What follows belongs to an exercise in optimizing a design on an open flow for small area, a short achievable clock period and few clock cycles per item; a production flow would make more cautious choices.

## oak
// fm_3d_ru_outline_setup
module fm_3d_ru_outline_setup (
    clk_core,
    rst_x,
    i_aa_en,
    i_valid,
    o_ack,
    i_vtx0_x,
    i_vtx0_y,
    i_vtx1_x,
    i_vtx1_y,
    i_vtx2_x,
    i_vtx2_y,
    o_valid,
    o_is_first,
    o_is_second,
    o_aa_mode,
    o_idle,
    o_start_x_e0,
    o_start_x_05_e0,
    o_start_y_e0,
    o_end_y_e0,
    o_delta_e0,
    o_delta_t_e0,
    o_delta_a_e0,
    o_start_x_e1,
    o_start_x_05_e1,
    o_start_y_e1,
    o_end_y_e1,
    o_delta_e1,
    o_delta_t_e1,
    o_delta_a_e1,
    o_start_x_e2,
    o_start_x_05_e2,
    o_start_y_e2,
    o_end_y_e2,
    o_delta_e2,
    o_delta_t_e2,
    o_delta_a_e2,
    i_ack
);
    input         clk_core;
    input         rst_x;
    input         i_aa_en;
    input         i_valid;
    output        o_ack;
    input  [20:0] i_vtx0_x;
    input  [20:0] i_vtx0_y;
    input  [20:0] i_vtx1_x;
    input  [20:0] i_vtx1_y;
    input  [20:0] i_vtx2_x;
    input  [20:0] i_vtx2_y;
    output        o_is_first;
    output        o_is_second;
    output        o_valid;
    output        o_aa_mode;
    output        o_idle;
    output [20:0] o_start_x_e0;
    output [20:0] o_start_x_05_e0;
    output [20:0] o_start_y_e0;
    output [20:0] o_end_y_e0;
    output [21:0] o_delta_e0;
    output [21:0] o_delta_t_e0;
    output [21:0] o_delta_a_e0;
    output [20:0] o_start_x_e1;
    output [20:0] o_start_x_05_e1;
    output [20:0] o_start_y_e1;
    output [20:0] o_end_y_e1;
    output [21:0] o_delta_e1;
    output [21:0] o_delta_t_e1;
    output [21:0] o_delta_a_e1;
    output [20:0] o_start_x_e2;
    output [20:0] o_start_x_05_e2;
    output [20:0] o_start_y_e2;
    output [20:0] o_end_y_e2;
    output [21:0] o_delta_e2;
    output [21:0] o_delta_t_e2;
    output [21:0] o_delta_a_e2;
    input         i_ack;
    localparam [21:0] W_10 = 22'h0f8000;
    localparam [21:0] W_05 = 22'h0e8000;
    reg    [2:0]  r_ph;         
    reg           r_stall;
    reg           r_fv;         
    reg           r_v1, r_rec1, r_aa1, r_oaa1;
    reg           r_rec2, r_aa2, r_oaa2;
    reg    [1:0]  r_pend;       
    reg           r_aa_mode;
    reg    [2:0]  r_cnt;        
    reg           r_idle;
  ...
==> module fm_3d_frcp, before the edit <==
module fm_3d_frcp (
  clk_core,
  i_en,
  i_a,
  o_c,
  o_zero
);
    input         clk_core;
    input         i_en;
    input  [21:0] i_a;
    output [21:0] o_c;
    output        o_zero;
    reg    [21:0] r_c;
    reg           r_zo;
    reg           r_a_sign;
    reg    [4:0]  r_ce_tmp;
    reg           r_zero_flag;
    reg    [15:0] r_base;
    reg    [8:0]  r_diff;
    reg    [7:0]  r_a_frac_l;
    wire   [4:0]  w_a_exp = i_a[20:16];
    wire   [15:0] w_a_fraction = i_a[15:0];
    wire   [31:0] w_rom_out;
    always @(posedge clk_core) begin
        if (i_en) begin
            r_a_sign <= i_a[21];
            r_ce_tmp <= 5'h1e - w_a_exp;
            r_zero_flag <= (w_a_exp == 5'h0);
            r_base <= w_rom_out[31:16];      
            r_diff <= w_rom_out[8:0];        
            r_a_frac_l <= w_a_fraction[7:0];
        end
    end
    wire   [24:0] w_t = {r_base, 9'h0} + 25'd511 - r_diff * r_a_frac_l;
    wire   [15:0] w_cf_tmp = w_t[24:9];
    wire          w_sh = !w_cf_tmp[15];
    wire   [5:0]  w_ce = {1'b0, r_ce_tmp} - {5'h0, w_sh};
    wire          w_cz = w_ce[5] | (w_ce[4:0] == 5'h0);
    wire   [15:0] w_cf = w_sh ? {w_cf_tmp[14:0], 1'b0} : w_cf_tmp;
    wire   [21:0] w_c = w_cz ? 22'h0 : {r_a_sign, w_ce[4:0], w_cf};
    always @(posedge clk_core) begin
        if (i_en) begin
            r_c <= (r_zero_flag) ? 22'h0 : w_c;
            r_zo <= r_zero_flag;
        end
    end
    fm_3d_frcp_rom frcp_rom (
        .i_a(w_a_fraction[14:8]),
        .o_c(w_rom_out)
    );
    assign o_c = r_c;
    assign o_zero = r_zo;
endmodule
clock: 10.0 ns
lec_check: 0
abc_area: 1
cap_margin: 20
core_margin: 2
core_utilization: 40
place_density: 0.6
setup_slack_margin: 5
slew_margin: 20
standard.sh (not shown) runs the stock make flow with config.mk's settings and CLKGATE_MAP_FILE= SYNTH_SCRIPT=/design/flow/synth_recipe.tcl, a recipe that flattens the netlist after the stock synthesis.
==> flow/flow/run.sh <==
#!/bin/bash
# The standard layout (standard.sh: the standard flow's own synthesis and ORFS steps),
# with plain buf_1 cells as the port buffers instead of the delay buffers
# buffer_ports picks by default. Every port still gets its own buffer.
set -euo pipefail
export BUFFER_PORTS_ARGS="-buffer_cell sky130_fd_sc_hd__buf_1"
bash standard.sh > standard.log 2>&1
Input changes introduced in pine (baseline for comparison: oak):
-- flow/design.v --
<<< oak, line 341
    reg           r_zero_flag;
    reg    [15:0] r_base;
    reg    [8:0]  r_diff;
    reg    [7:0]  r_a_frac_l;
    wire   [4:0]  w_a_exp = i_a[20:16];
    wire   [15:0] w_a_fraction = i_a[15:0];
    wire   [31:0] w_rom_out;
    always @(posedge clk_core) begin
        if (i_en) begin
>>> pine, line 341
    reg           r_zero_flag;
    reg    [15:0] r_base;
    reg    [7:0]  r_corr;
    wire   [4:0]  w_a_exp = i_a[20:16];
    wire   [15:0] w_a_fraction = i_a[15:0];
    wire   [31:0] w_rom_out;
    wire   [15:0] w_rom_base = w_rom_out[31:16];    
    wire   [8:0]  w_rom_diff = w_rom_out[8:0];      
    wire   [7:0]  w_fl = w_a_fraction[7:0];
    wire   [9:0]  w_fl1 = {2'b0, w_fl};
    wire   [9:0]  w_fl2 = {1'b0, w_fl, 1'b0};
    wire   [9:0]  w_fl3 = w_fl1 + w_fl2;
    wire   [9:0]  w_m0 = f_sel(w_rom_diff[1:0], w_fl1, w_fl2, w_fl3);
    wire   [9:0]  w_m1 = f_sel(w_rom_diff[3:2], w_fl1, w_fl2, w_fl3);
    wire   [9:0]  w_m2 = f_sel(w_rom_diff[5:4], w_fl1, w_fl2, w_fl3);
    wire   [9:0]  w_m3 = f_sel(w_rom_diff[7:6], w_fl1, w_fl2, w_fl3);
    wire   [9:0]  w_m4 = w_rom_diff[8] ? w_fl1 : 10'h0;
    wire   [16:0] w_rom_correct = {7'h0, w_m0} + {5'h0, w_m1, 2'h0} +
                                  {3'h0, w_m2, 4'h0} + {1'h0, w_m3, 6'h0} +
                                  {w_m4[8:0], 8'h0};
    always @(posedge clk_core) begin
        if (i_en) begin
<<< oak, line 351
            r_ce_tmp <= 5'h1e - w_a_exp;
            r_zero_flag <= (w_a_exp == 5'h0);
            r_base <= w_rom_out[31:16];      
            r_diff <= w_rom_out[8:0];        
            r_a_frac_l <= w_a_fraction[7:0];
        end
    end
    wire   [24:0] w_t = {r_base, 9'h0} + 25'd511 - r_diff * r_a_frac_l;
    wire   [15:0] w_cf_tmp = w_t[24:9];
    wire          w_sh = !w_cf_tmp[15];
    wire   [5:0]  w_ce = {1'b0, r_ce_tmp} - {5'h0, w_sh};
>>> pine, line 364
            r_ce_tmp <= 5'h1e - w_a_exp;
            r_zero_flag <= (w_a_exp == 5'h0);
            r_base <= w_rom_base;
            r_corr <= w_rom_correct[16:9];
        end
    end
    wire   [15:0] w_cf_tmp = r_base - {8'h0, r_corr};
    wire          w_sh = !w_cf_tmp[15];
    wire   [5:0]  w_ce = {1'b0, r_ce_tmp} - {5'h0, w_sh};
<<< oak, line 375
    assign o_c = r_c;
    assign o_zero = r_zo;
endmodule
module fm_3d_ru_outline_setup (
>>> pine, line 386
    assign o_c = r_c;
    assign o_zero = r_zo;
function [9:0] f_sel;
  input [1:0] d;
  input [9:0] x1;
  input [9:0] x2;
  input [9:0] x3;
  begin
    case (d)
      2'd0: f_sel = 10'h0;
      2'd1: f_sel = x1;
      2'd2: f_sel = x2;
      default: f_sel = x3;
    endcase
  end
endfunction
endmodule
module fm_3d_ru_outline_setup (
## What came out
- Between oak and pine, the share of cell area taken by muxes after synthesis figures differ only marginally.
- oak and pine ended up with roughly the same share of synthesized flip-flops with an asynchronous set or reset.
- | buffer count from post-CTS setup fixing | pine vs oak | about 40% higher |
- Comparing oak and pine, the higher number of design-rule violations left by the first detailed-router iteration is on pine.
- First-pass GRT wire length of pine exceeds that of oak by a few percent.
- Post-synthesis sequential element count, oak and pine: smaller value in pine
- In the tables for oak and pine, total wire length after detailed routing reads lower with oak.
- Delta (pine minus oak): number of cell instances on the worst register-to-register path fell by 5; count of inverters other than clock inverters in the layout fell by about 9%.
- From oak to pine the numbers moved as follows: total die area has decreased, share of the cycle needed by the critical path after routing -14 points.
No functional check of the RTL was part of any run of this note.

-- what the ideal ports hide --
In the flow no input, the clock included, has a driving cell. The finished layouts below were timed again as built, in two steps.
Step 1, drivers: a clkbuf_16 drives clk_core and a buf_2 each remaining input, both assumed.
Step 2 adds t to the input delays and takes it off the output delays; t is the mean of the earliest and latest rising clock arrival at the registers after step 1. Input paths then give back, and output paths get back, about the clock's delay inside the block.
Slacks: ideal / step 1 / step 2; pairs: ideal / step 1.
run	t (ns)	setup slack, ns	latest minus earliest clock arrival (ns)	worst register clock-pin slew, ns
oak	0.797	2.695 / 2.695 / 2.695	0.070 / 0.070	0.08 / 0.08
pine	0.800	4.057 / 4.057 / 4.057	0.120 / 0.120	0.07 / 0.07
After both steps setup and hold are still met in every run listed.
